From an optimization exercise on the open Yosys and OpenROAD flow, aimed at small area, a short achievable clock period and few clock cycles per item; shortcuts taken in it are not production practice.
Function was checked by simulation only, so behaviour that the tests miss may differ from the original.

**flow/config.mk**
```make
export PLATFORM = sky130hd
export DESIGN_NAME = mdc
export DESIGN_NICKNAME = mdc
export VERILOG_FILES = /design/flow/design.v
export SDC_FILE = /design/flow/constraint.sdc
export NUM_CORES = 4
export LEC_CHECK = 0
export CAP_MARGIN = 20
export CORE_MARGIN = 2
export CORE_UTILIZATION = 40
export CTS_BUF_LIST = sky130_fd_sc_hd__clkbuf_16
export SLEW_MARGIN = 20
```
**flow/constraint.sdc**
```tcl
create_clock -name core_clock -period 4.0 [get_ports {clk}]
set_input_delay 0.8000 -clock core_clock [delete_from_list [all_inputs] [get_ports {clk}]]
set_output_delay 0.8000 -clock core_clock [all_outputs]
set_load 0.01 [all_outputs]
```
**flow/design.v**
```verilog
module mdc (clk, rst_n, start, A, B, out, done);
input clk, rst_n, start;
input [7:0] A, B;
output reg [7:0] out;
output reg done;
reg [1:0] state;
reg [7:0] A_aux, B_aux;
localparam IDLE = 2'b00;
localparam SUBTRACT = 2'b01;
localparam FINISHED = 2'b10;
always @(posedge clk or negedge rst_n) begin
    if (!rst_n) begin
        state <= IDLE;
        out <= 0;
        done <= 0;
    end else begin
        done <= 0;
        case (state)
            IDLE: begin
                state <= IDLE;
                if (start) begin
                    state <= SUBTRACT;
                    A_aux <= A;
                    B_aux <= B;
                end
            end
            SUBTRACT: begin
                state <= SUBTRACT;
                if (A_aux > B_aux)
                    A_aux <= A_aux - B_aux;
                else if (B_aux > A_aux)
                    B_aux <= B_aux - A_aux;
                else
                    state <= FINISHED;
            end
            FINISHED: begin
                state <= IDLE;
                done <= 1;
                out <= A_aux;
            end
            default: state <= IDLE;
        endcase
    end
end
endmodule
```
**flow/run.sh**
```bash
#!/bin/bash
# synth_recipe.tcl (not shown) runs the flow's synth.tcl, then flattens the netlist and writes it again
# the make line also repeats each setting of config.mk as NAME=value (left out here)
make -C /OpenROAD-flow-scripts/flow DESIGN_CONFIG=/design/flow/config.mk WORK_HOME=/design/flow/orfs CLKGATE_MAP_FILE= SYNTH_SCRIPT=/design/flow/synth_recipe.tcl finish
```
==> results of run 1 <==
-- layout by cell type (no fill, tap or decap), drive strengths merged, types with 4 or more instances in the layout --
master | synthesis | routed
nor3b | 5 | 5
inv | 20 | 20
dfrtp | 11 | 11
edfxtp | 16 | 16
nor2 | 8 | 8
clkdlybuf4s50 | 0 | 27
nand2b | 4 | 4
o31ai | 4 | 4
ha | 16 | 16
nand2 | 31 | 31
xnor2 | 4 | 4
a21oi | 10 | 10
nor3 | 5 | 5
o21ai | 26 | 26
buf | 7 | 5
-- per-stage QoR --
step | hold slack (ns) | utilization (%)
2_1_floorplan | 0.454 | -
3_3_place_gp | 0.460 | 47.4
3_5_place_dp | 0.470 | 47.4
4_1_cts | 0.485 | 49.1
5_1_grt | 0.510 | 49.1
6_report | 0.478 | 49.1
-- flip-flops by register name, summed over array words and instances (netlist names) --
signal	flops
state	2
done	1
A_aux	8
B_aux	8
out	8
-- cell usage after synthesis (2+ instances only) --
cell / instances
o211ai_1: 2
edfxtp_1: 16
o31a_1: 2
o31ai_1: 4
a21boi_0: 2
a221oi_1: 2
nor2_1: 8
nand2_1: 31
xnor2_1: 4
nor3b_1: 5
a21oi_1: 9
mux2i_1: 2
o21a_1: 2
ha_1: 16
buf_2: 3
a211oi_2: 2
dfrtp_1: 11
clkbuf_1: 4
nor4_1: 2
xor2_1: 2
fa_1: 2
o21ai_0: 22
buf_6: 2
nor3_1: 4
o21ai_1: 4
nand2b_1: 4
inv_1: 19
nor2b_1: 3
-- metal layers --
| layer | GRT usage (%) | vias up | part of all wire (%) | wire [um] |
|---|---|---|---|---|
| li1 | - | 764 | - | - |
| met1 | 22.5 | 660 | 50 | 1970 |
| met2 | 26.0 | 28 | 46 | 1800 |
| met3 | 1.80 | 5 | 3.2 | 128 |
| met4 | 4.73 | 0 | 1.2 | 48 |
| met5 | 0 | - | 0 | 0 |
-- how the worst max path moves through the flow --
stage                        start  endpoint
after floorplan           A_aux[0]  B_aux[0]
after global placement       rst_n  B_aux[1]
after detailed placement     rst_n  B_aux[0]
after CTS                 A_aux[0]  B_aux[1]
after global routing      A_aux[0]  B_aux[6]
final                     A_aux[0]  B_aux[5]
-- tightest hold or removal path, cell delays in order, from the launching register on --
cell and delay [ns]:
dfrtp_1 0.34, nand2_1 0.04, o21ai_0 0.06
-- logic make-up after synthesis --
| logic type | synth area share, % |
|---|---|
| AND/OR/NAND/NOR | 16.0 |
| multiplexers | 1.05 |
| buffers and inverters | 7.32 |
| AO/OA/AOI/OAI | 20.4 |
| flip-flops | 39.8 |
| adder cells (fa/ha/maj) | 12.7 |
| XOR/XNOR | 2.77 |
-- layout make-up --
cell class,count,share of cell area (%)
clock buffer,3,3.28
clock inverter,1,0.219
inverter,20,3.28
multi-input combinational,146,43.8
sequential,27,33.0
tap,54,2.95
timing repair buffer,32,13.4
==> results.yml, run 1 <==
sta:
  worst_slack_ns: 1.54
  skew_ns: 0.00336
  fin_crit_ns: 2.46
  max_slew.worst_pin.slew_ns: 0.485
  rsz0062_at_grt: "no"
  timing.final.hold_violations: 0
  maxSlewViolCount: 0
  setup_viol: 0
  min_period_over_period_pct: 61.5
  slew_headroom_pct: 67.7
  tns_ns: 0
  timing.fmax_mhz: 406
cts:
  htree_levels: 1
  cts_tree: "done"
  clk_latency_ns: 0.26
  cts_buffer_depth: 2
  clk_pin_slew_ns: 0.07
  cts_resized: 0
  cts_inserted_buffers: 3
  cts_hold_buf: 0
  post_cts_buffers: 0
  cts.root.buffer_cell: "clkbuf_16"
  cts_num_sinks: 27
placement:
  port_buffers: 27
  placed_cell_area_um2: 2210
  place_hpwl_mm: 3.03
  place_congestion: 0.779
  dp.cells: 279
  place_ws_ns: 1.52
floorplan:
  core_area_um2: 4660
  die-area_um2: 5310
  die-width_um: 72.9
  initial_utilization_pct: 40.7
  die_h_um: 72.9
  num_io_pins: 28
  rows: 25
critical_path:
  rrSetupSlack_ns: 1.54
  rr_endpoint: "B_aux[5]"
  cp_data_arrival_time_ns: 2.43
  ff2ff_path_depth: 7
  cpLargestDelayFamily: "compound AO/OA/AOI/OAI gates"
  path_cells: "ha_1 -> fa_1 -> nand2b_1 -> a21oi_2 -> a311oi_2 -> o41ai_2 -> buf_4"
  crit_fanout: 8
  crit_type: "flop to flop"
  slowest_delay_ns: 0.41
  timing.rr.start: "A_aux[0]"
  critical_path_depth: 7
  required_ns: 3.97
  endpoint_kind: "flop"
  worstSetupStartpointType: "flop"
  crit_buf_inv: 1
  critPathSlowestCell: "fa_1"
cells_and_area:
  fill_cells: 449
  regArea_um2: 756
  syn2layout_area_growth_pct: 20.6
  final_cell_area_um2: 2290
  antenna-diode-count: 0
  drive_gt1_share_pct: 7.86
  nNetsFinal: 267
  finalNonFillerCells: 283
  multi_input_area_um2: 1000
synth:
  synth_ff_type: "edfxtp_1"
  synth_edf_count: 16
  synth_area_leaders: "edfxtp_1 (25%), dfrtp_1 (15%), ha_1 (11%)"
  synthArstFlopShare_pct: 40.7
  syn_area_um2: 1900
  ys_types: 43
  synth_top_cell_by_area: "edfxtp_1"
  yosysWarnings: 1
  syn_area_per_cell_um2: 9.30
  synth_cells: 204
  synth_top_area_share_pct: 25.3
  synth_seq_cells: 27
  yosysSeqAreaShare_pct: 39.8
  syn_nets: 241
grt:
  grt_pass1_wl_mm: 6.47
  gr-total-overflow: 0
  grt_pass1_vias: 1375
  grt_usage_pct: 16.0
  antenna_found_initial: 0
  grt_max_degree: 39
hold_path:
  hold_end: "out[1]"
  min_path_cells: 2
  hold_class: "flop to flop"
  hold_start: "out[1]"
route:
  drt-total-wl_mm: 3.95
  wl_per_cell_um: 14.0
  ant_nets: 0
  drt_pass1_iterations: 4
  drt_iter0_drc: 73
  vias: 1457
  viasPerCell: 5.15
  drc: 0
run_status:
  status: "finished clean"
run:
  drv_cap: 0
Testbench counts, summed over its fixed seeds: cycles 57,280, items 2,400.
==> inputs of run 2 (changes only) <==
==> flow/design.v (replaced) <==
module mdc (clk, rst_n, start, A, B, out, done);
input clk, rst_n, start;
input [7:0] A, B;
output [7:0] out;
output done;
reg       busy;
reg [6:0] ah, bh;    
reg [2:0] k;
function [2:0] ctz8;
    input [7:0] v;
    begin
        casez (v)
            8'b???????1: ctz8 = 3'd0;
            8'b??????10: ctz8 = 3'd1;
            8'b?????100: ctz8 = 3'd2;
            8'b????1000: ctz8 = 3'd3;
            8'b???10000: ctz8 = 3'd4;
            8'b??100000: ctz8 = 3'd5;
            8'b?1000000: ctz8 = 3'd6;
            default:     ctz8 = 3'd7;
        endcase
    end
endfunction
function [6:0] oddh8;
    input [7:0] v;
    begin
        casez (v)
            8'b???????1: oddh8 = v[7:1];
            8'b??????10: oddh8 = {1'b0, v[7:2]};
            8'b?????100: oddh8 = {2'b0, v[7:3]};
            8'b????1000: oddh8 = {3'b0, v[7:4]};
            8'b???10000: oddh8 = {4'b0, v[7:5]};
            8'b??100000: oddh8 = {5'b0, v[7:6]};
            8'b?1000000: oddh8 = {6'b0, v[7]};
            default:     oddh8 = 7'd0;
        endcase
    end
endfunction
function [6:0] odds8;
    input [7:0] v;
    begin
        casez (v)
            8'b???????1: odds8 = v[7:1];
            8'b??????10: odds8 = {{1{v[7]}}, v[7:2]};
            8'b?????100: odds8 = {{2{v[7]}}, v[7:3]};
            8'b????1000: odds8 = {{3{v[7]}}, v[7:4]};
            8'b???10000: odds8 = {{4{v[7]}}, v[7:5]};
            8'b??100000: odds8 = {{5{v[7]}}, v[7:6]};
            8'b?1000000: odds8 = {{6{v[7]}}, v[7]};
            default:     odds8 = {7{v[7]}};
        endcase
    end
endfunction
wire [7:0] d  = {1'b0, ah} - {1'b0, bh};
wire       lt = d[7];
wire [6:0] s  = odds8(d);
wire [6:0] vh = lt ? ~s : s;
wire       fin = (ah == bh) | (ah == 7'd0) | (bh == 7'd0);
assign done = busy & fin;
wire [7:0] odd = {ah & {7{bh != 7'd0}}, 1'b1};
assign out = odd << k;
always @(posedge clk or negedge rst_n) begin
    if (!rst_n)
        busy <= 1'b0;
    else
        busy <= start | (busy & ~fin);
end
always @(posedge clk) begin
    if (start) begin
        ah <= oddh8(A);
        bh <= oddh8(B);
        k  <= ctz8(A | B);
    end else begin
        ah <= lt ? ah : bh;
        bh <= vh;
    end
end
endmodule
==> results.yml, run 2 <==
critical_path:
  endpoint_kind: "primary output"
  ff2ff_path_depth: 11
  path_cells: "ha_1 -> nand3_1 -> o21ai_0 -> a21oi_1 -> nor2b_1 -> clkdlybuf4s50_1"
  rr_endpoint: "bh[0]"
  critPathSlowestCell: "clkdlybuf4s50_1"
  slowest_delay_ns: 0.54
  crit_fanout: 7
  worstSetupStartpointType: "flop"
  crit_buf_inv: 1
  crit_type: "flop to primary output"
  required_ns: 3.20
  timing.rr.start: "ah[0]"
  cpLargestDelayFamily: "buffers and inverters"
  cp_data_arrival_time_ns: 2.34
  critical_path_depth: 6
  rrSetupSlack_ns: 1.12
cells_and_area:
  nNetsFinal: 317
  layout_common_cells: "nand2_1 (35), nor2_1 (31), clkdlybuf4s50_1 (27)"
  mostFrequentLayoutCell: "nand2_1"
  fin_util_pct: 47.9
  finalNonFillerCells: 359
  fill_cells: 519
  final_cell_area_um2: 2410
  antenna-diode-count: 0
  drive_gt1_share_pct: 6.57
  largest_registers: "ah (7), bh (7), k (3)"
  syn2layout_area_growth_pct: 17.0
cts:
  htree_levels: 1
  clk_pin_slew_ns: 0.05
  cts.root.buffer_cell: "clkbuf_16"
  cts_hold_buf: 0
  cts_resized: 0
  cts_num_sinks: 18
  cts_inserted_buffers: 3
  clk_latency_ns: 0.25
  cts_buffer_depth: 2
  post_cts_buffers: 0
  cts_tree: "done"
synth:
  synth_edf_count: 10
  ys_types: 62
  netlist_top_cells_count: "nand2_1 (35), nor2_1 (31), a21oi_1 (20), inv_1 (16), clkbuf_1 (15)"
  synth_cells: 275
  synthArstFlopShare_pct: 5.56
  yosysWarnings: 1
  yosysSeqAreaShare_pct: 22.5
  synth_seq_cells: 18
  syn_area_per_cell_um2: 7.51
  post-synth-top-count-cell: "nand2_1"
  syn_area_um2: 2060
  synth_area_leaders: "edfxtp_1 (15%), dfxtp_1 (6.8%), nand2_1 (6.4%)"
  syn_nets: 302
  synth_top_area_share_pct: 14.5
  synth_top_cell_by_area: "edfxtp_1"
  synth_ff_type: "edfxtp_1"
route:
  drt_iter0_drc: 196
  drc: 0
  drt_pass1_iterations: 4
  vias: 2049
  drt-total-wl_mm: 5.37
  ant_nets: 0
  viasPerCell: 5.71
  wl_per_cell_um: 14.9
floorplan:
  die-width_um: 75.8
  die-area_um2: 5750
  core_area_um2: 5040
  num_io_pins: 28
  initial_utilization_pct: 40.9
  rows: 26
  die_h_um: 75.8
sta:
  setup_viol: 0
  timing.fmax_mhz: 319
  max_slew.worst_pin.slew_ns: 0.688
  worst_slack_ns: 0.863
  slew_headroom_pct: 53.8
  skew_ns: 0.00149
  timing.final.hold_violations: 0
  tns_ns: 0
  maxSlewViolCount: 0
  fin_crit_ns: 3.14
  min_period_over_period_pct: 78.4
  rsz0062_at_grt: "no"
hold_path:
  min_path_cells: 1
  hold_start: "busy"
  hold_class: "flop to flop"
  hold_end: "busy"
grt:
  antenna_found_initial: 0
  grt_max_degree: 18
  grt_pass1_vias: 1742
  grt_pass1_wl_mm: 8.57
  grt_usage_pct: 19.2
  gr-total-overflow: 0
run:
  drv_cap: 0
placement:
  port_buffers: 27
  placed_cell_area_um2: 2340
  place_ws_ns: 1.04
  dp.cells: 355
  place_congestion: 0.851
  place_hpwl_mm: 4.17
run_status:
  status: "finished clean"
## run 2: changes by cell type in the layout (fill, tap and decap cells not counted), moves of 6 or more
cell	delta
nor2_1	+23
o22ai_1	+6
dfxtp_1	+7
o21ai_0	-9
ha_1	-9
edfxtp_1	-6
nand3_1	+7
dfrtp_1	-10
a21oi_1	+11
## run 2: final cells by class
type | count | area [um2] | share of cell area, %
inverter | 16 | 60.1 | 2.49
tap | 70 | 87.6 | 3.63
sequential | 18 | 465 | 19.3
timing repair buffer | 29 | 285 | 11.8
clock buffer | 3 | 75.1 | 3.11
clock inverter | 1 | 3.75 | 0.155
multi-input combinational | 222 | 1440 | 59.5
## run 2: worst max path at each step
stage | start | end | slack (ns)
finish | ah[4] | done | 0.86
global placement | B[0] | bh[4] | 1.06
global route | ah[4] | done | 0.67
CTS | ah[4] | done | 0.85
floorplan | ah[0] | bh[0] | 1.51
detailed placement | B[0] | bh[4] | 1.04
## run 2: cell families after synthesis
kind of cell	synth area share [%]
buffers and inverters	7.82
AND/OR/NAND/NOR	25.6
adder cells (fa/ha/maj)	5.21
flip-flops	22.5
XOR/XNOR	2.12
AO/OA/AOI/OAI	32.1
multiplexers	4.67
## run 2: metal layers
layer,global-route usage [%],part of all wire (%),vias up,routed length [um]
met1,27.4,48,951,2590
met2,31.3,48,44,2570
met4,1.75,0.30,0,16
met3,3.31,3.6,4,191
li1,-,-,1050,-
met5,0,0,-,0
## run 2: per-stage QoR
stage                     hold WS, ns
after floorplan                 0.442
after global placement          0.473
after detailed placement        0.462
after CTS                       0.474
after global routing            0.495
final                           0.469
Testbench counts of run 2, summed over its fixed seeds: cycles 9,100, items 2,400.
==> inputs of run 3 (changes only) <==
==> flow/flow/run.sh (new file) <==
#!/bin/bash
# Standard layout, with plain buf_1 cells as the port buffers.
set -euo pipefail
export BUFFER_PORTS_ARGS="-buffer_cell sky130_fd_sc_hd__buf_1"
bash standard.sh > standard.log 2>&1
==> flow/standard.sh (new file) <==
#!/bin/bash
# synth_recipe.tcl (not shown) runs the flow's synth.tcl, then flattens the netlist and writes it again
# the make line also repeats each setting of config.mk as NAME=value (left out here)
make -C /OpenROAD-flow-scripts/flow DESIGN_CONFIG=/design/flow/config.mk WORK_HOME=/design/flow/orfs CLKGATE_MAP_FILE= SYNTH_SCRIPT=/design/flow/synth_recipe.tcl "${@:-finish}"
removed: flow/run.sh
==> results.yml, run 3 <==
run_status:
  status: "finished clean"
cts:
  cts_hold_buf: 0
  clk_latency_ns: 0.24
  cts_num_sinks: 18
  cts.root.buffer_cell: "clkbuf_16"
  cts_tree: "done"
  cts_resized: 0
  cts_inserted_buffers: 3
  cts_buffer_depth: 2
  post_cts_buffers: 0
  htree_levels: 1
  clk_pin_slew_ns: 0.05
synth:
  synth_top_area_share_pct: 14.5
  syn_area_per_cell_um2: 7.51
  synth_edf_count: 10
  ys_types: 62
  synth_ff_type: "edfxtp_1"
  netlist_top_cells_count: "nand2_1 (35), nor2_1 (31), a21oi_1 (20), inv_1 (16), clkbuf_1 (15)"
  synth_cells: 275
  yosysWarnings: 1
  post-synth-top-count-cell: "nand2_1"
  synth_seq_cells: 18
  syn_area_um2: 2060
  synthArstFlopShare_pct: 5.56
  synth_top_cell_by_area: "edfxtp_1"
  syn_nets: 302
  yosysSeqAreaShare_pct: 22.5
  synth_area_leaders: "edfxtp_1 (15%), dfxtp_1 (6.8%), nand2_1 (6.4%)"
grt:
  grt_usage_pct: 18.3
  gr-total-overflow: 0
  antenna_found_initial: 0
  grt_pass1_wl_mm: 8.23
  grt_pass1_vias: 1755
  grt_max_degree: 22
critical_path:
  cp_data_arrival_time_ns: 3.01
  endpoint_kind: "flop"
  critPathSlowestCell: "xnor2_1"
  required_ns: 4.13
  worstSetupStartpointType: "flop"
  path_common_cell: "inv_1"
  crit_type: "flop to flop"
  slowest_delay_ns: 0.53
  cpLargestDelayFamily: "compound AO/OA/AOI/OAI gates"
  crit_fanout: 7
  path_cells: "inv_1 -> ha_1 -> inv_1 -> fa_1 -> xnor2_1 -> nand2_1 -> a21oi_2 -> a311oi_1 -> a221o_1"
  crit_buf_inv: 2
floorplan:
  rows: 26
  initial_utilization_pct: 40.9
  die-width_um: 75.8
  die-area_um2: 5750
  core_area_um2: 5040
  num_io_pins: 28
  die_h_um: 75.8
cells_and_area:
  antenna-diode-count: 0
  drive_gt1_share_pct: 5.92
  largest_registers: "ah (7), bh (7), k (3)"
  nNetsFinal: 315
  layout_common_cells: "nand2_1 (35), nor2_1 (31), buf_1 (27)"
  mostFrequentLayoutCell: "nand2_1"
  syn2layout_area_growth_pct: 8.06
  fin_util_pct: 44.2
route:
  viasPerCell: 5.73
  drt-total-wl_mm: 5.03
  ant_nets: 0
  drt_pass1_iterations: 5
  drc: 0
  drt_iter0_drc: 161
  wl_per_cell_um: 14.1
  vias: 2045
hold_path:
  hold_class: "primary input to async pin"
sta:
  timing.final.hold_violations: 0
  slew_headroom_pct: 37.0
  skew_ns: 0.00191
  worst_slack_ns: 1.12
  setup_viol: 0
  min_period_over_period_pct: 71.9
  timing.fmax_mhz: 348
  fin_crit_ns: 2.88
  maxSlewViolCount: 0
  rsz0062_at_grt: "no"
  max_slew.worst_pin.slew_ns: 0.945
  tns_ns: 0
run:
  drv_cap: 0
placement:
  port_buffers: 27
  place_hpwl_mm: 3.87
  place_congestion: 0.823
  place_ws_ns: 1.16
[run 3: cell counts after synthesis]
Identical to the previous run, type by type.
[run 3: metal layers]
metal | share of wire (%) | wire, um | track usage (%) | vias up
met4 | 0 | 0 | 1.17 | 0
met1 | 50 | 2510 | 27.5 | 932
met2 | 46 | 2300 | 28.2 | 61
met3 | 4.6 | 230 | 3.57 | 0
met5 | 0 | 0 | 0 | -
li1 | - | - | - | 1052
[run 3: final timing paths]
path                       startpoint  endpoint  slack [ns]  depth (start not counted)
min reg2reg                      busy      busy        0.47                          1
max                             ah[0]     bh[4]        1.12                          9
min                             rst_n      busy        0.31                          1
min in group core_clock          busy      busy        0.47                          1
max reg2reg                     ah[0]     bh[4]        1.12                          9
max in group asynchronous       rst_n      busy        3.59                          1
[run 3: worst register-to-register path, stage by stage, from the launching register on]
cell and delay, ns:
edfxtp_1 0.42, inv_1 0.09, ha_1 0.17, inv_1 0.05, fa_1 0.41, xnor2_1 0.53
nand2_1 0.19, a21oi_2 0.29, a311oi_1 0.23, a221o_1 0.38
[run 3: layout make-up]
type | count | area [um2]
clock buffers | 3 | 75.1
fillers | 521 | 2810
repair buffers | 27 | 101
inverters | 16 | 60.1
well taps | 70 | 87.6
flip-flops and latches | 18 | 465
clock inverters | 1 | 3.75
multi-input cells | 222 | 1440
[run 3: metrics by stage]
step	hold WS, ns	instance area (um2)	std cells
4_1_cts	0.306	2230	357
2_1_floorplan	0.442	2060	275
3_5_place_dp	0.461	2150	353
3_3_place_gp	0.454	2150	353
6_report	0.309	2230	357
5_1_grt	0.304	2230	357
[run 3: cell families after synthesis]
kind of cell,synth area share [%]
buffers and inverters,7.82
XOR/XNOR,2.12
flip-flops,22.5
AO/OA/AOI/OAI,32.1
AND/OR/NAND/NOR,25.6
adder cells (fa/ha/maj),5.21
multiplexers,4.67
==> inputs of run 4 (changes only) <==
--- a/flow/config.mk
+++ b/flow/config.mk
@@ -11,2 +11,3 @@
 export CTS_BUF_LIST = sky130_fd_sc_hd__clkbuf_16
+export SETUP_SLACK_MARGIN = 1.5
 export SLEW_MARGIN = 20
==> results.yml, run 4 <==
cts:
  htree_levels: 1
  cts_hold_buf: 0
  cts_num_sinks: 18
  clk_pin_slew_ns: 0.05
  clk_latency_ns: 0.24
  cts_inserted_buffers: 3
  cts.root.buffer_cell: "clkbuf_16"
  cts_tree: "done"
  cts_buffer_depth: 2
floorplan:
  rows: 26
  core_area_um2: 5040
  die-area_um2: 5750
  num_io_pins: 28
  initial_utilization_pct: 40.9
  die-width_um: 75.8
  die_h_um: 75.8
route:
  drt_iter0_drc: 158
  viasPerCell: 5.74
  drt_pass1_iterations: 4
  drc: 0
  ant_nets: 0
  vias: 2215
  wl_per_cell_um: 15.7
  drt-total-wl_mm: 6.06
cells_and_area:
  multi_input_area_um2: 1700
  fill_cells: 479
  largest_registers: "ah (7), bh (7), k (3)"
  finalNonFillerCells: 386
  antenna-diode-count: 0
  layout_common_cells: "nand2_1 (33), nor2_1 (31), buf_4 (25)"
  drive_gt1_share_pct: 26.9
  regArea_um2: 470
  syn2layout_area_growth_pct: 32.5
  nNetsFinal: 344
  final_cell_area_um2: 2740
  mostFrequentLayoutCell: "nand2_1"
sta:
  timing.final.hold_violations: 0
  max_slew.worst_pin.slew_ns: 1.04
  rsz0062_at_grt: "yes"
  tns_ns: 0
  setup_viol: 0
  timing.fmax_mhz: 396
  holdWs_ns: 0.309
  skew_ns: 0.00133
  fin_crit_ns: 2.53
  maxSlewViolCount: 0
  min_period_over_period_pct: 63.2
  slew_headroom_pct: 30.8
  worst_slack_ns: 1.47
grt:
  grt_usage_pct: 19.5
  gr-total-overflow: 0
  grt_pass1_wl_mm: 8.78
  antenna_found_initial: 0
  grt_max_degree: 22
  grt_pass1_vias: 1858
run_status:
  status: "finished clean"
synth:
  synthAdderAreaFrac_pct: 5.21
  yosysSeqAreaShare_pct: 22.5
  synthArstFlopShare_pct: 5.56
  syn_area_um2: 2060
  synth_seq_cells: 18
  netlist_top_cells_count: "nand2_1 (35), nor2_1 (31), a21oi_1 (20), inv_1 (16), clkbuf_1 (15)"
  synth_compound_area_share_pct: 32.1
  synth_cells: 275
  synth_ff_type: "edfxtp_1"
  synth_top_area_share_pct: 14.5
  synth_top_cell_by_area: "edfxtp_1"
  synth_top_family_by_area: "compound AO/OA/AOI/OAI gates"
  muxShareOfSynthArea_pct: 4.67
  synth_area_leaders: "edfxtp_1 (15%), dfxtp_1 (6.8%), nand2_1 (6.4%)"
  synthSimpleGateAreaFrac_pct: 25.6
  synth-xor-area-share_pct: 2.12
  post-synth-top-count-cell: "nand2_1"
  syn_area_per_cell_um2: 7.51
  synth_edf_count: 10
  ys_types: 62
  yosysWarnings: 1
  syn_nets: 302
run:
  drv_cap: 0
critical_path:
  ff2ff_path_depth: 9
  worstSetupStartpointType: "flop"
  required_ns: 3.20
  critPathSlowestCell: "edfxtp_1"
  endpoint_kind: "primary output"
  path_cells: "buf_4 -> mux4_2 -> a22o_1 -> buf_1"
  slowest_delay_ns: 0.52
  cp_data_arrival_time_ns: 1.73
  crit_type: "flop to primary output"
  crit_fanout: 7
placement:
  port_buffers: 27
  placed_cell_area_um2: 2150
  place_hpwl_mm: 3.87
  place_congestion: 0.823
  place_ws_ns: 1.16
  dp.cells: 353
hold_path:
  hold_class: "primary input to async pin"
## run 4: cell counts after synthesis
Identical to the previous run, type by type.
## run 4: final cells by class
type / instances / area share [%]
multi-input combinational: 222 / 62.2
sequential: 18 / 17.2
timing repair buffer: 56 / 12.3
tap: 70 / 3.20
clock buffer: 3 / 2.74
inverter: 16 / 2.19
clock inverter: 1 / 0.137
## run 4: metal layers
metal	track usage, %	wire, um	vias up	share of wire (%)
met5	0	0	-	0
met4	2.34	72	0	1.2
met3	3.70	295	6	4.9
met2	30.9	3060	63	50
met1	28.4	2630	1038	43
li1	-	-	1108	-
## run 4: metrics by stage
step,util [%]
2_1_floorplan,-
3_3_place_gp,42.7
3_5_place_dp,42.7
4_1_cts,48.6
5_1_grt,54.3
6_report,54.3
## run 4: timing repair
action                     in CTS  in global routing
setup endpoints to repair      14                 13
resized for setup              25                 36
cloned                          0                  0
pin swaps                       3                 12
buffers inserted               11                 18
## run 4: cell families after synthesis
group	Yosys count
buf+inv	35
flops	18
fa+ha+maj	8
mux	7
simple gates	110
xor+xnor	5
compound gates	92
## run 4: critical path, delay by kind of cell (launching register included)
| family | cells | cell delay [ns] |
|---|---|---|
| AOI/OAI and AO/OA | 1 | 0.19 |
| buffers and inverters | 2 | 0.29 |
| DFF | 1 | 0.52 |
| muxes | 1 | 0.48 |
## run 4: final timing paths
kind / from / end / slack [ns]
max: k[0] / out[7] / 1.47
max in group asynchronous: rst_n / busy / 3.59
min reg2reg: busy / busy / 0.47
min: rst_n / busy / 0.31
min in group core_clock: busy / busy / 0.47
max reg2reg: ah[1] / bh[0] / 1.49
==> inputs of run 5 (changes only) <==
--- a/flow/config.mk
+++ b/flow/config.mk
@@ -7,2 +7,3 @@
 export LEC_CHECK = 0
+export ABC_CLOCK_PERIOD_IN_PS = 2000
 export CAP_MARGIN = 20
==> results.yml, run 5 <==
run_status:
  status: "finished clean"
route:
  top_layer: "met4"
  wl_per_cell_um: 15.7
  drt-total-wl_mm: 6.06
  route.met3.wl_um: 295
  route.met2.wl_mm: 3.06
  drt_pass1_iterations: 4
  met1Wirelength_mm: 2.63
  drc: 0
  drt_iter0_drc: 158
  viasPerCell: 5.74
  vias: 2215
  ant_nets: 0
synth:
  muxShareOfSynthArea_pct: 4.67
  synth_seq_cells: 18
  synth-xor-area-share_pct: 2.12
  synth_cells: 275
  synth_ff_type: "edfxtp_1"
  synth_edf_count: 10
  synthSimpleGateAreaFrac_pct: 25.6
  synthAdderAreaFrac_pct: 5.21
  synth_compound_area_share_pct: 32.1
  ys_types: 62
  post-synth-top-count-cell: "nand2_1"
  synth_top_area_share_pct: 14.5
  yosysSeqAreaShare_pct: 22.5
  synth_top_cell_by_area: "edfxtp_1"
  syn_area_per_cell_um2: 7.51
  syn_area_um2: 2060
  synth_area_leaders: "edfxtp_1 (15%), dfxtp_1 (6.8%), nand2_1 (6.4%)"
  synth_top_family_by_area: "compound AO/OA/AOI/OAI gates"
  syn_nets: 302
  netlist_top_cells_count: "nand2_1 (35), nor2_1 (31), a21oi_1 (20), inv_1 (16), clkbuf_1 (15)"
  yosysWarnings: 1
  synthArstFlopShare_pct: 5.56
cts:
  cts.root.buffer_cell: "clkbuf_16"
  clk_latency_ns: 0.24
  cts_tree: "done"
  clk_pin_slew_ns: 0.05
  cts_num_sinks: 18
  cts_buffer_depth: 2
  cts_inserted_buffers: 3
  cts_hold_buf: 0
  htree_levels: 1
floorplan:
  num_io_pins: 28
  core_area_um2: 5040
  die-width_um: 75.8
  die_h_um: 75.8
  rows: 26
  die-area_um2: 5750
  initial_utilization_pct: 40.9
sta:
  tns_ns: 0
  max_slew.worst_pin.slew_ns: 1.04
  worst_slack_ns: 1.47
  min_period_over_period_pct: 63.2
  setup_viol: 0
  maxSlewViolCount: 0
  fin_crit_ns: 2.53
  slew_headroom_pct: 30.8
  holdWs_ns: 0.309
  skew_ns: 0.00133
  rsz0062_at_grt: "yes"
  timing.final.hold_violations: 0
  timing.fmax_mhz: 396
cells_and_area:
  regArea_um2: 470
  syn2layout_area_growth_pct: 32.5
  multi_input_area_um2: 1700
  nNetsFinal: 344
  largest_registers: "ah (7), bh (7), k (3)"
  mostFrequentLayoutCell: "nand2_1"
  fill_cells: 479
  antenna-diode-count: 0
  layout_common_cells: "nand2_1 (33), nor2_1 (31), buf_4 (25)"
  final_cell_area_um2: 2740
  drive_gt1_share_pct: 26.9
placement:
  placed_cell_area_um2: 2150
  place_hpwl_mm: 3.87
  place_ws_ns: 1.16
  port_buffers: 27
  place_congestion: 0.823
critical_path:
  timing.rr.start: "ah[1]"
  endpoint_kind: "primary output"
  required_ns: 3.20
  critPathLaunch: "k[0]"
  crit_fanout: 7
  cp_data_arrival_time_ns: 1.73
  worstSetupStartpointType: "flop"
  crit_type: "flop to primary output"
hold_path:
  hold_class: "primary input to async pin"
grt:
  antenna_found_initial: 0
  gr-total-overflow: 0
  grt_max_degree: 22
  grt_pass1_wl_mm: 8.78
  grt_pass1_vias: 1858
  grt_usage_pct: 19.5
run:
  drv_cap: 0
## run 5: cell counts in the layout (fill, tap and decap cells not counted)
Identical to the previous run, type by type.
## run 5: metrics by stage
stage,instances,util [%]
2_1_floorplan,275,-
3_3_place_gp,353,42.7
3_5_place_dp,353,42.7
4_1_cts,368,48.6
5_1_grt,386,54.3
6_report,386,54.3
## run 5: per-layer routing
metal / vias to the layer above / GRT usage (%)
li1: 1108 / -
met1: 1038 / 28.4
met2: 63 / 30.9
met3: 6 / 3.70
met4: 0 / 2.34
met5: - / 0
## run 5: critical path, stage by stage (launching register included)
cell and delay [ns]:
edfxtp_1 0.52, buf_4 0.17, mux4_2 0.48, a22o_1 0.19, buf_1 0.12
## run 5: final timing paths
check	end	depth (start not counted)	slack (ns)
worst max register to register	bh[0]	9	1.49
worst max-delay path	out[7]	4	1.47
worst min register to register	busy	1	0.47
worst min-delay path	busy	1	0.31
max in group asynchronous	busy	1	3.59
min in group core_clock	busy	1	0.47
## run 5: layout make-up
cell class,instances,share of cell area [%]
Clock buffer,3,2.74
Clock inverter,1,0.137
Inverter,16,2.19
Multi-Input combinational cell,222,62.2
Sequential cell,18,17.2
Tap cell,70,3.20
Timing Repair Buffer,56,12.3
## run 5: kinds of logic after synthesis
kind of cell,after synthesis
AO/OA/AOI/OAI,92
XOR/XNOR,5
adder cells (fa/ha/maj),8
buffers and inverters,35
flip-flops,18
multiplexers,7
AND/OR/NAND/NOR,110
## run 5: repair_timing
item                       CTS  global route
setup endpoints to repair   14            13
setup buffers               11            18
pin swaps                    3            12
gates resized for setup     25            36
==> inputs of run 6 (changes only) <==
--- a/flow/config.mk
+++ b/flow/config.mk
@@ -7,3 +7,2 @@
 export LEC_CHECK = 0
-export ABC_CLOCK_PERIOD_IN_PS = 2000
 export CAP_MARGIN = 20
@@ -11,4 +10,3 @@
 export CORE_UTILIZATION = 40
-export CTS_BUF_LIST = sky130_fd_sc_hd__clkbuf_16
-export SETUP_SLACK_MARGIN = 1.5
+export CTS_BUF_LIST = sky130_fd_sc_hd__clkbuf_4
 export SLEW_MARGIN = 20
==> results.yml, run 6 <==
cells_and_area:
  drive_gt1_share_pct: 5.92
  multi_input_area_um2: 1440
  nNetsFinal: 315
  layout_common_cells: "nand2_1 (35), nor2_1 (31), buf_1 (27)"
  antenna-diode-count: 0
  fill_cells: 528
  largest_registers: "ah (7), bh (7), k (3)"
  mostFrequentLayoutCell: "nand2_1"
  regArea_um2: 465
  fin_util_pct: 43.2
  syn2layout_area_growth_pct: 5.52
  finalNonFillerCells: 357
critical_path:
  timing.rr.start: "ah[0]"
  critPathLaunch: "ah[0]"
  critical_path_depth: 9
  crit_fanout: 7
  crit_type: "flop to flop"
  slowest_delay_ns: 0.54
  cp_data_arrival_time_ns: 3.08
  rrSetupSlack_ns: 1.11
  cp-endpoint: "bh[4]"
  ff2ff_path_depth: 9
  required_ns: 4.19
  path_cells: "inv_1 -> ha_1 -> inv_1 -> fa_1 -> xnor2_1 -> nand2_1 -> a21oi_2 -> a311oi_1 -> a221o_1"
  crit_buf_inv: 2
  rr_endpoint: "bh[4]"
  worstSetupStartpointType: "flop"
  path_common_cell: "inv_1"
  cpLargestDelayFamily: "compound AO/OA/AOI/OAI gates"
  critPathSlowestCell: "xnor2_1"
  endpoint_kind: "flop"
synth:
  syn_area_um2: 2060
  muxShareOfSynthArea_pct: 4.67
  syn_nets: 302
  synth_top_family_by_area: "compound AO/OA/AOI/OAI gates"
  synthArstFlopShare_pct: 5.56
  synth_edf_count: 10
  synth_ff_type: "edfxtp_1"
  ys_types: 62
  netlist_top_cells_count: "nand2_1 (35), nor2_1 (31), a21oi_1 (20), inv_1 (16), clkbuf_1 (15)"
  synth_cells: 275
  synth_compound_area_share_pct: 32.1
  synth_area_leaders: "edfxtp_1 (15%), dfxtp_1 (6.8%), nand2_1 (6.4%)"
  yosysSeqAreaShare_pct: 22.5
  synthAdderAreaFrac_pct: 5.21
  synth-xor-area-share_pct: 2.12
  synth_top_cell_by_area: "edfxtp_1"
  synth_seq_cells: 18
  synth_top_area_share_pct: 14.5
  yosysWarnings: 1
  synthSimpleGateAreaFrac_pct: 25.6
  syn_area_per_cell_um2: 7.51
  post-synth-top-count-cell: "nand2_1"
cts:
  cts_tree: "done"
  cts.root.buffer_cell: "clkbuf_4"
  cts_buffer_depth: 2
  clk_latency_ns: 0.29
  cts_hold_buf: 0
  cts_num_sinks: 18
  cts_inserted_buffers: 3
  clk_pin_slew_ns: 0.10
  htree_levels: 1
  cts_resized: 0
  post_cts_buffers: 0
sta:
  rsz0062_at_grt: "no"
  timing.fmax_mhz: 346
  tns_ns: 0
  skew_ns: 0.00463
  min_period_over_period_pct: 72.2
  slew_headroom_pct: 38.9
  fin_crit_ns: 2.89
  setup_viol: 0
  maxSlewViolCount: 0
  timing.final.hold_violations: 0
  max_slew.worst_pin.slew_ns: 0.916
  holdWs_ns: 0.244
route:
  drc: 0
  ant_nets: 0
  wl_per_cell_um: 14.1
  drt-total-wl_mm: 5.03
  viasPerCell: 5.69
  vias: 2031
  drt_iter0_drc: 168
  drt_pass1_iterations: 4
grt:
  grt_pass1_vias: 1754
  grt_pass1_wl_mm: 8.25
  grt_max_degree: 22
  grt_usage_pct: 18.3
  antenna_found_initial: 0
  gr-total-overflow: 0
floorplan:
  num_io_pins: 28
  initial_utilization_pct: 40.9
  die_h_um: 75.8
  die-width_um: 75.8
  rows: 26
  die-area_um2: 5750
  core_area_um2: 5040
placement:
  dp.cells: 353
  port_buffers: 27
  place_hpwl_mm: 3.87
  place_congestion: 0.823
hold_path:
  hold_class: "primary input to async pin"
run_status:
  status: "finished clean"
run:
  drv_cap: 0
## run 6: cell counts after synthesis
No cell type changed its count.
## run 6: metrics by stage
| stage | setup WS [ns] | instance area, um2 |
|---|---|---|
| global route | 0.858 | 2180 |
| detailed placement | 1.16 | 2150 |
| finish | 1.11 | 2180 |
| floorplan | 1.51 | 2060 |
| CTS | 1.13 | 2180 |
| global placement | 1.28 | 2150 |
## run 6: how the worst min path moves through the flow
stage,cells past startpoint,endpoint
final,1,busy
after CTS,1,busy
after floorplan,1,busy
after global routing,1,busy
after global placement,1,busy
after detailed placement,1,busy
## run 6: logic make-up after synthesis
family,count (synthesis)
flops,18
fa+ha+maj,8
simple gates,110
mux,7
buf+inv,35
xor+xnor,5
compound gates,92
## run 6: cell type report
class	instances	share of cell area (%)
clock inverters	1	0.172
inverters	16	2.76
multi-input cells	222	66.0
clock buffers	3	1.03
flip-flops and latches	18	21.4
well taps	70	4.02
repair buffers	27	4.65
## run 6: routing by layer
layer / vias to the layer above / GRT usage, % / wire length, um
met5: - / 0 / 0
met4: 0 / 1.17 / 12
met3: 2 / 3.57 / 300
met2: 63 / 28.1 / 2270
met1: 914 / 27.8 / 2450
li1: 1052 / - / -
==> inputs of run 7 (changes only) <==
--- a/flow/config.mk
+++ b/flow/config.mk
@@ -11,2 +11,3 @@
 export CTS_BUF_LIST = sky130_fd_sc_hd__clkbuf_4
+export SETUP_SLACK_MARGIN = 0.6
 export SLEW_MARGIN = 20
==> results.yml, run 7 <==
run_status:
  status: "finished clean"
cells_and_area:
  syn2layout_area_growth_pct: 5.52
  drive_gt1_share_pct: 5.92
  antenna-diode-count: 0
  fin_util_pct: 43.2
  nNetsFinal: 315
  mostFrequentLayoutCell: "nand2_1"
  finalNonFillerCells: 357
  largest_registers: "ah (7), bh (7), k (3)"
  layout_common_cells: "nand2_1 (35), nor2_1 (31), buf_1 (27)"
synth:
  synthAdderAreaFrac_pct: 5.21
  synth_seq_cells: 18
  synth_edf_count: 10
  syn_area_per_cell_um2: 7.51
  netlist_top_cells_count: "nand2_1 (35), nor2_1 (31), a21oi_1 (20), inv_1 (16), clkbuf_1 (15)"
  yosysSeqAreaShare_pct: 22.5
  post-synth-top-count-cell: "nand2_1"
  synthSimpleGateAreaFrac_pct: 25.6
  muxShareOfSynthArea_pct: 4.67
  syn_area_um2: 2060
  synth-xor-area-share_pct: 2.12
  synth_top_area_share_pct: 14.5
  synth_cells: 275
  synth_top_family_by_area: "compound AO/OA/AOI/OAI gates"
  synth_top_cell_by_area: "edfxtp_1"
  synth_compound_area_share_pct: 32.1
  yosysWarnings: 1
  synth_area_leaders: "edfxtp_1 (15%), dfxtp_1 (6.8%), nand2_1 (6.4%)"
  ys_types: 62
  synth_ff_type: "edfxtp_1"
  synthArstFlopShare_pct: 5.56
  syn_nets: 302
hold_path:
  hold_class: "primary input to async pin"
critical_path:
  path_cells: "inv_1 -> ha_1 -> inv_1 -> fa_1 -> xnor2_1 -> nand2_1 -> a21oi_2 -> a311oi_1 -> a221o_1"
  path_common_cell: "inv_1"
  required_ns: 4.19
  ff2ff_path_depth: 9
  cp_data_arrival_time_ns: 3.08
  endpoint_kind: "flop"
  crit_fanout: 7
  slowest_delay_ns: 0.54
  crit_type: "flop to flop"
  worstSetupStartpointType: "flop"
  critPathSlowestCell: "xnor2_1"
placement:
  port_buffers: 27
  dp.cells: 353
  place_congestion: 0.823
  place_hpwl_mm: 3.87
grt:
  gr-total-overflow: 0
  antenna_found_initial: 0
  grt_max_degree: 22
  grt_pass1_vias: 1754
  grt_pass1_wl_mm: 8.25
  grt_usage_pct: 18.3
sta:
  timing.fmax_mhz: 346
  fin_crit_ns: 2.89
  slew_headroom_pct: 38.9
  min_period_over_period_pct: 72.2
  tns_ns: 0
  rsz0062_at_grt: "no"
  max_slew.worst_pin.slew_ns: 0.916
  maxSlewViolCount: 0
  skew_ns: 0.00463
  setup_viol: 0
  holdWs_ns: 0.244
  timing.final.hold_violations: 0
floorplan:
  rows: 26
  die_h_um: 75.8
  die-area_um2: 5750
  core_area_um2: 5040
  die-width_um: 75.8
  num_io_pins: 28
  initial_utilization_pct: 40.9
cts:
  cts_resized: 0
  cts.root.buffer_cell: "clkbuf_4"
  cts_buffer_depth: 2
  cts_hold_buf: 0
  cts_inserted_buffers: 3
  cts_num_sinks: 18
  htree_levels: 1
  post_cts_buffers: 0
  clk_latency_ns: 0.29
  clk_pin_slew_ns: 0.10
  cts_tree: "done"
route:
  drt_pass1_iterations: 4
  drc: 0
  drt_iter0_drc: 168
  drt-total-wl_mm: 5.03
  viasPerCell: 5.69
  ant_nets: 0
  wl_per_cell_um: 14.1
  vias: 2031
run:
  drv_cap: 0
==> run 7: area by class of cell <==
class	instances	area, um2
Fill cell	528	2860
Multi-Input combinational cell	222	1440
Sequential cell	18	465
Timing Repair Buffer	27	101
Tap cell	70	87.6
Inverter	16	60.1
Clock buffer	3	22.5
Clock inverter	1	3.75
==> run 7: critical path, delay by kind of cell (launching register included) <==
| family | cells | cell delay (ns) |
|---|---|---|
| buffers and inverters | 2 | 0.14 |
| DFF | 1 | 0.44 |
| and+or+nand+nor | 1 | 0.19 |
| adders and majority gates | 2 | 0.58 |
| AOI/OAI and AO/OA | 3 | 0.90 |
| xor gates and xnor gates | 1 | 0.54 |
==> run 7: metal layers <==
layer	vias up	GRT usage (%)	part of all wire (%)
met1	914	27.8	49
li1	1052	-	-
met4	0	1.17	0.24
met2	63	28.1	45
met3	2	3.57	6.0
met5	-	0	0
==> run 7: logic make-up after synthesis <==
| family | Yosys count |
|---|---|
| buffers and inverters | 35 |
| adders and majority gates | 8 |
| DFF | 18 |
| xor gates and xnor gates | 5 |
| AOI/OAI and AO/OA | 92 |
| muxes | 7 |
| and+or+nand+nor | 110 |
==> run 7: final timing paths <==
kind	start	end	slack (ns)
setup / recovery	ah[0]	bh[4]	1.11
max in group asynchronous	rst_n	busy	3.66
setup reg to reg	ah[0]	bh[4]	1.11
hold / removal	rst_n	busy	0.24
hold reg to reg	busy	busy	0.48
min in group core_clock	busy	busy	0.48
==> run 7: per-stage QoR <==
stage               worst slack (ns)  instance area, um2
finish                          1.11                2180
global route                   0.858                2180
CTS                             1.13                2180
detailed placement              1.16                2150
global placement                1.28                2150
floorplan                       1.51                2060
==> inputs of run 8 (changes only) <==
--- a/flow/design.v
+++ b/flow/design.v
@@ -38,21 +38,5 @@
 endfunction
-function [6:0] odds8;
-    input [7:0] v;
-    begin
-        casez (v)
-            8'b???????1: odds8 = v[7:1];
-            8'b??????10: odds8 = {{1{v[7]}}, v[7:2]};
-            8'b?????100: odds8 = {{2{v[7]}}, v[7:3]};
-            8'b????1000: odds8 = {{3{v[7]}}, v[7:4]};
-            8'b???10000: odds8 = {{4{v[7]}}, v[7:5]};
-            8'b??100000: odds8 = {{5{v[7]}}, v[7:6]};
-            8'b?1000000: odds8 = {{6{v[7]}}, v[7]};
-            default:     odds8 = {7{v[7]}};
-        endcase
-    end
-endfunction
-wire [7:0] d  = {1'b0, ah} - {1'b0, bh};
-wire       lt = d[7];
-wire [6:0] s  = odds8(d);
-wire [6:0] vh = lt ? ~s : s;
+wire       gt  = ah > bh;
+wire [6:0] dh  = gt ? ah - bh : bh - ah;
+wire [6:0] vh  = oddh8({1'b0, dh});
 wire       fin = (ah == bh) | (ah == 7'd0) | (bh == 7'd0);
@@ -73,3 +57,3 @@
     end else begin
-        ah <= lt ? ah : bh;
+        ah <= gt ? bh : ah;
         bh <= vh;
==> flow/run.sh (new file) <==
#!/bin/bash
# synth_recipe.tcl (not shown) runs the flow's synth.tcl, then flattens the netlist and writes it again
# the make line also repeats each setting of config.mk as NAME=value (left out here)
make -C /OpenROAD-flow-scripts/flow DESIGN_CONFIG=/design/flow/config.mk WORK_HOME=/design/flow/orfs CLKGATE_MAP_FILE= SYNTH_SCRIPT=/design/flow/synth_recipe.tcl finish
--- a/flow/config.mk
+++ b/flow/config.mk
@@ -10,4 +10,3 @@
 export CORE_UTILIZATION = 40
-export CTS_BUF_LIST = sky130_fd_sc_hd__clkbuf_4
-export SETUP_SLACK_MARGIN = 0.6
+export CTS_BUF_LIST = sky130_fd_sc_hd__clkbuf_16
 export SLEW_MARGIN = 20
removed: flow/flow/run.sh
removed: flow/standard.sh
==> results.yml, run 8 <==
sta:
  rsz0062_at_grt: "no"
  maxSlewViolCount: 0
  tns_ns: 0
  setup_viol: 0
  timing.final.hold_violations: 0
  max_slew.worst_pin.slew_ns: 0.833
  skew_ns: 0.00495
  fin_crit_ns: 3.35
  min_period_over_period_pct: 83.8
  timing.fmax_mhz: 298
  slew_headroom_pct: 44.3
synth:
  ys_types: 66
  synth_top_cell_by_area: "edfxtp_1"
  yosysWarnings: 1
  syn_nets: 341
  syn_area_per_cell_um2: 7.64
  syn_area_um2: 2340
  synth_seq_cells: 18
  synth_edf_count: 10
  synth_cells: 306
  post-synth-top-count-cell: "a21oi_1"
  synth_top_area_share_pct: 12.8
  yosysSeqAreaShare_pct: 19.9
  netlist_top_cells_count: "a21oi_1 (37), nor2_1 (32), nand2_1 (27), inv_1 (22), o21ai_0 (17)"
  synth_ff_type: "edfxtp_1"
  synth_area_leaders: "edfxtp_1 (13%), a21oi_1 (7.9%), ha_1 (7.5%)"
  synthArstFlopShare_pct: 5.56
floorplan:
  rows: 27
  initial_utilization_pct: 42.0
  core_area_um2: 5570
  die-area_um2: 6470
  num_io_pins: 28
  die-width_um: 80.5
  die_h_um: 80.5
route:
  drt_pass1_iterations: 5
  ant_nets: 0
  vias: 2231
  wl_per_cell_um: 15.5
  viasPerCell: 5.75
  drt_iter0_drc: 161
  drc: 0
  drt-total-wl_mm: 6.01
cells_and_area:
  fill_cells: 554
  largest_registers: "ah (7), bh (7), k (3)"
  syn2layout_area_growth_pct: 14.6
  antenna-diode-count: 0
  nNetsFinal: 352
  multi_input_area_um2: 1690
  drive_gt1_share_pct: 7.59
  layout_common_cells: "a21oi_1 (37), nor2_1 (32), nand2_1 (27), clkdlybuf4s50_1 (27), inv_1 (22)"
  regArea_um2: 465
  final_cell_area_um2: 2680
  mostFrequentLayoutCell: "a21oi_1"
grt:
  grt_usage_pct: 20.1
  grt_max_degree: 23
  grt_pass1_vias: 2090
  grt_pass1_wl_mm: 10.2
  antenna_found_initial: 0
  gr-total-overflow: 0
critical_path:
  critPathLaunch: "ah[0]"
  crit_fanout: 14
  rr_endpoint: "bh[2]"
  endpoint_kind: "primary output"
  crit_type: "flop to primary output"
  ff2ff_path_depth: 12
  cp-endpoint: "done"
  required_ns: 3.20
  cp_data_arrival_time_ns: 2.55
  worstSetupStartpointType: "flop"
  rrSetupSlack_ns: 0.89
  timing.rr.start: "ah[0]"
cts:
  cts_tree: "done"
  post_cts_buffers: 0
  cts_inserted_buffers: 3
  htree_levels: 1
  cts_hold_buf: 0
  cts_buffer_depth: 2
  cts_num_sinks: 18
  clk_latency_ns: 0.25
  clk_pin_slew_ns: 0.05
  cts.root.buffer_cell: "clkbuf_16"
  cts_resized: 0
run_status:
  status: "finished clean"
run:
  drv_cap: 0
hold_path:
  hold_class: "flop to flop"
placement:
  placed_cell_area_um2: 2600
  place_hpwl_mm: 4.68
  place_congestion: 0.916
  port_buffers: 27
run 8: cell count changes after synthesis, sizes merged, moves of 4 or more:
cell	before	now
ha	7	14
a31oi	5	0
o22ai	6	11
buf	3	7
nand2	35	29
o21bai	0	4
inv	16	22
a21oi	24	38
run 8: how the worst min path moves through the flow:
stage	start	to	slack (ns)	cells after the start
floorplan	busy	busy	0.44	1
global placement	busy	busy	0.45	1
detailed placement	busy	busy	0.46	1
CTS	busy	busy	0.48	1
global route	busy	busy	0.50	1
finish	busy	busy	0.47	1
run 8: cells by family after synthesis:
kind of cell / after synthesis / share of synthesized area, %
compound gates: 106 / 31.5
xor+xnor: 3 / 1.44
fa+ha+maj: 16 / 9.20
buf+inv: 43 / 7.76
flops: 18 / 19.9
mux: 11 / 6.42
simple gates: 109 / 23.8
run 8: worst max-delay path, stage by stage (launching register included):
cell and delay [ns]:
edfxtp_1 0.46, inv_1 0.10, ha_1 0.58, nand4_1 0.19, nor2_1 0.17, a21oi_1 0.11, nor2b_1 0.15, clkdlybuf4s50_1 0.55
run 8: cell type report:
type | instances | share of cell area [%]
repair buffers | 27 | 10.1
clock inverters | 1 | 0.140
multi-input cells | 245 | 63.1
clock buffers | 3 | 2.80
well taps | 72 | 3.36
flip-flops and latches | 18 | 17.4
inverters | 22 | 3.08
run 8: metal layers:
metal / global-route usage (%) / vias to the layer above / part of all wire [%]
met5: 0 / - / 0
met4: 2.37 / 0 / 0.45
met3: 4.49 / 4 / 4.3
met2: 33.8 / 44 / 48
met1: 27.2 / 1046 / 48
li1: - / 1137 / -
run 8: through the flow:
| step | utilization (%) | hold slack [ns] | cells | setup slack, ns |
|---|---|---|---|---|
| 6_report | 48.1 | 0.470 | 388 | 0.649 |
| 5_1_grt | 48.1 | 0.504 | 388 | 0.421 |
| 4_1_cts | 48.1 | 0.477 | 388 | 0.629 |
| 3_5_place_dp | 46.6 | 0.465 | 384 | 0.909 |
| 3_3_place_gp | 46.6 | 0.453 | 384 | 0.881 |
| 2_1_floorplan | - | 0.442 | 306 | 1.37 |
Testbench counts of run 8, summed over its fixed seeds: cycles 9,100, items 2,400.
==> inputs of run 9 (changes only) <==
--- a/flow/design.v
+++ b/flow/design.v
@@ -38,5 +38,21 @@
 endfunction
-wire       gt  = ah > bh;
-wire [6:0] dh  = gt ? ah - bh : bh - ah;
-wire [6:0] vh  = oddh8({1'b0, dh});
+function [6:0] odds8;
+    input [7:0] v;
+    begin
+        casez (v)
+            8'b???????1: odds8 = v[7:1];
+            8'b??????10: odds8 = {{1{v[7]}}, v[7:2]};
+            8'b?????100: odds8 = {{2{v[7]}}, v[7:3]};
+            8'b????1000: odds8 = {{3{v[7]}}, v[7:4]};
+            8'b???10000: odds8 = {{4{v[7]}}, v[7:5]};
+            8'b??100000: odds8 = {{5{v[7]}}, v[7:6]};
+            8'b?1000000: odds8 = {{6{v[7]}}, v[7]};
+            default:     odds8 = {7{v[7]}};
+        endcase
+    end
+endfunction
+wire [7:0] d  = {1'b0, ah} - {1'b0, bh};
+wire       lt = d[7];
+wire [6:0] s  = odds8(d);
+wire [6:0] vh = lt ? ~s : s;
 wire       fin = (ah == bh) | (ah == 7'd0) | (bh == 7'd0);
@@ -57,3 +73,3 @@
     end else begin
-        ah <= gt ? bh : ah;
+        ah <= lt ? ah : bh;
         bh <= vh;
==> flow/flow/run.sh (new file) <==
#!/bin/bash
# The standard layout (standard.sh) with two changes:
#  - the port buffers are plain buf_1 cells;
#  - synthesis maps the logic with the ABC script in flow/abc.script instead of
#    ORFS's speed script. Everything else in synthesis (synth_recipe.tcl) is kept.
# Each tool's output goes to the ORFS logs; make's own output goes to standard.log.
set -euo pipefail
W=$(pwd)
export BUFFER_PORTS_ARGS="-buffer_cell sky130_fd_sc_hd__buf_1"
export MY_ABC_SCRIPT="$W/flow/abc.script"
{ sed -n 1p synth_recipe.tcl; cat flow/abc_override.tcl; sed -n '2,$p' synth_recipe.tcl; } > synth_own.tcl
sed "s#SYNTH_SCRIPT=[^ ]*#SYNTH_SCRIPT=$W/synth_own.tcl#" standard.sh > standard_own.sh
bash standard_own.sh > standard.log 2>&1
==> flow/flow/abc.script (new file) <==
strash
dch
map -a
topo
stime -c
==> flow/flow/abc_override.tcl (new file) <==
# Run ABC with the script in MY_ABC_SCRIPT in place of the one ORFS chose.
proc abc {args} {
  set i [lsearch -exact $args -script]
  if { $i >= 0 } {
    set args [lreplace $args [expr {$i + 1}] [expr {$i + 1}] $::env(MY_ABC_SCRIPT)]
  }
  yosys abc {*}$args
}
==> flow/standard.sh (new file) <==
#!/bin/bash
# synth_recipe.tcl (not shown) runs the flow's synth.tcl, then flattens the netlist and writes it again
# the make line also repeats each setting of config.mk as NAME=value (left out here)
make -C /OpenROAD-flow-scripts/flow DESIGN_CONFIG=/design/flow/config.mk WORK_HOME=/design/flow/orfs CLKGATE_MAP_FILE= SYNTH_SCRIPT=/design/flow/synth_recipe.tcl "${@:-finish}"
--- a/flow/config.mk
+++ b/flow/config.mk
@@ -10,3 +10,3 @@
 export CORE_UTILIZATION = 40
-export CTS_BUF_LIST = sky130_fd_sc_hd__clkbuf_16
+export CTS_BUF_LIST = sky130_fd_sc_hd__clkbuf_4
 export SLEW_MARGIN = 20
removed: flow/run.sh
==> results.yml, run 9 <==
sta:
  fin_crit_ns: 3.05
  tns_ns: 0
  max_slew.worst_pin.slew_ns: 0.455
  timing.fmax_mhz: 328
  min_period_over_period_pct: 76.2
  timing.final.hold_violations: 0
  slew_headroom_pct: 68.9
  rsz0062_at_grt: "no"
  holdWs_ns: 0.233
  maxSlewViolCount: 0
  setup_viol: 0
  skew_ns: 0.00631
placement:
  port_buffers: 27
  place_hpwl_mm: 4.01
  place_congestion: 0.917
  placed_cell_area_um2: 2000
cts:
  cts_resized: 0
  cts_tree: "done"
  cts_inserted_buffers: 3
  post_cts_buffers: 0
  cts_num_sinks: 18
  clk_pin_slew_ns: 0.11
  cts.root.buffer_cell: "clkbuf_4"
  cts_hold_buf: 0
  clk_latency_ns: 0.30
  cts_buffer_depth: 2
  htree_levels: 1
floorplan:
  core_area_um2: 4380
  initial_utilization_pct: 41.6
  die-area_um2: 5120
  num_io_pins: 28
  die_h_um: 71.6
  die-width_um: 71.6
  rows: 24
grt:
  antenna_found_initial: 0
  grt_pass1_vias: 1870
  grt_pass1_wl_mm: 8.39
  grt_usage_pct: 19.9
  grt_max_degree: 17
  gr-total-overflow: 0
cells_and_area:
  largest_registers: "ah (7), bh (7), k (3)"
  nNetsFinal: 348
  syn2layout_area_growth_pct: 11.0
  fill_cells: 488
  antenna-diode-count: 0
  mostFrequentLayoutCell: "clkinv_1"
  drive_gt1_share_pct: 1.56
  fin_util_pct: 46.2
  layout_common_cells: "clkinv_1 (61), nor2_1 (44), nand2_1 (40)"
  final_cell_area_um2: 2030
route:
  ant_nets: 0
  viasPerCell: 5.52
  drt_iter0_drc: 79
  drt-total-wl_mm: 4.88
  drt_pass1_iterations: 4
  wl_per_cell_um: 13.1
  drc: 0
  vias: 2054
synth:
  synth_cells: 288
  synth_area_leaders: "edfxtp_1 (16%), clkinv_1 (13%), nor2_1 (9.0%)"
  synth_compound_area_share_pct: 28.0
  synth_seq_cells: 18
  syn_nets: 315
  synth_edf_count: 10
  syn_area_per_cell_um2: 6.34
  ys_types: 30
  synth_top_cell_by_area: "edfxtp_1"
  yosysWarnings: 1
  muxShareOfSynthArea_pct: 0
  syn_area_um2: 1830
  synthSimpleGateAreaFrac_pct: 26.6
  synth_ff_type: "edfxtp_1"
  synthArstFlopShare_pct: 5.56
  synth-xor-area-share_pct: 1.44
  post-synth-top-count-cell: "clkinv_1"
  yosysSeqAreaShare_pct: 25.5
  synth_top_area_share_pct: 16.4
  synthAdderAreaFrac_pct: 5.89
  netlist_top_cells_count: "clkinv_1 (61), nor2_1 (44), nand2_1 (40), nand3_1 (21), o21ai_0 (21)"
  synth_top_family_by_area: "compound AO/OA/AOI/OAI gates"
critical_path:
  worstSetupStartpointType: "flop"
  endpoint_kind: "primary output"
  ff2ff_path_depth: 15
  timing.rr.start: "ah[0]"
  crit_type: "flop to primary output"
  rr_endpoint: "bh[1]"
  rrSetupSlack_ns: 1.16
  cp_data_arrival_time_ns: 2.25
  crit_fanout: 13
  required_ns: 3.20
run:
  drv_cap: 0
hold_path:
  hold_class: "primary input to async pin"
run_status:
  status: "finished clean"
## run 9: how the worst max path moves through the flow
stage | slack [ns] | startpoint | end
finish | 0.95 | bh[5] | out[7]
floorplan | 1.56 | ah[0] | bh[1]
CTS | 1.0 | bh[5] | out[7]
global route | 0.62 | bh[5] | out[7]
global placement | 1.17 | ah[0] | bh[1]
detailed placement | 1.19 | ah[0] | bh[1]
## run 9: final cells by class
| class | instances | area (um2) | area share (%) |
|---|---|---|---|
| clock inverter | 1 | 3.75 | 0.185 |
| sequential | 18 | 465 | 23.0 |
| clock buffer | 3 | 22.5 | 1.11 |
| tap | 52 | 65.1 | 3.21 |
| multi-input combinational | 209 | 1130 | 55.8 |
| timing repair buffer | 28 | 109 | 5.37 |
| inverter | 61 | 229 | 11.3 |
## run 9: worst max-delay path: stages (launching register included)
cell	delay, ns
dfxtp_1	0.33
nor4_1	0.32
nand4_1	0.45
nand2_1	0.22
nor2_1	0.05
a31oi_1	0.19
nand2_1	0.07
o21ai_0	0.09
o21ai_0	0.10
buf_1	0.13
## run 9: routing by layer
layer | up-vias | part of all wire [%] | track usage [%]
li1 | 1080 | - | -
met1 | 917 | 49 | 27.5
met2 | 53 | 47 | 33.3
met3 | 4 | 3.3 | 0.985
met4 | 0 | 0.98 | 6.92
met5 | - | 0 | 0
## run 9: cell families (layout without fill, tap and decap cells)
group | Yosys count | in the layout
AOI/OAI and AO/OA | 81 | 81
xor gates and xnor gates | 3 | 3
adders and majority gates | 8 | 8
buffers and inverters | 61 | 93
DFF | 18 | 18
and+or+nand+nor | 117 | 117
## run 9: through the flow
step / worst slack [ns] / cells
detailed placement: 1.19 / 368
finish: 0.951 / 372
floorplan: 1.56 / 288
global route: 0.622 / 372
CTS: 0.995 / 372
global placement: 1.17 / 368
Testbench counts of run 9, summed over its fixed seeds: cycles 9,100, items 2,400.

re-timing with driven ports:
No port has a modelled driver above. Below, the same layouts with a new extraction and two added sets of constraints. Step 1 assumes that a clkbuf_16 drives the clock port and a buf_2 every other input. Step 2 adds t to the input delays and takes it off the output delays; t is the mean of the earliest and latest rising clock arrival at the registers after step 1. Input paths then give back, and output paths get back, about the clock's delay inside the block. a / b / c = ideal ports / drivers / drivers and shift; a / b = the first two.
| run | t, ns | setup slack, ns | worst hold slack (ns) | worst slew at a driven data input, ns | cell pins on the clock port's net |
|---|---|---|---|---|---|
| run 1 | 0.291 | 1.539 / 1.539 / 1.516 | 0.478 / 0.478 / 0.478 | 0.04 | 1 |
| run 2 | 0.278 | 0.863 / 0.833 / 1.023 | 0.469 / 0.469 / 0.469 | 0.04 | 1 |
| run 3 | 0.270 | 1.123 / 1.123 / 1.123 | 0.309 / 0.308 / 0.471 | 0.03 | 1 |
| run 4 | 0.272 | 1.473 / 1.446 / 1.417 | 0.309 / 0.308 / 0.469 | 0.03 | 1 |
| run 5 | 0.272 | 1.473 / 1.446 / 1.417 | 0.309 / 0.308 / 0.469 | 0.03 | 1 |
| run 6 | 0.314 | 1.112 / 1.111 / 1.111 | 0.244 / 0.249 / 0.483 | 0.03 | 1 |
| run 7 | 0.314 | 1.112 / 1.111 / 1.111 | 0.244 / 0.249 / 0.483 | 0.03 | 1 |
| run 8 | 0.280 | 0.649 / 0.616 / 0.895 | 0.470 / 0.470 / 0.470 | 0.04 | 1 |
| run 9 | 0.321 | 0.951 / 0.928 / 1.157 | 0.233 / 0.238 / 0.543 | 0.03 | 1 |
After both steps every run listed still meets setup and hold.
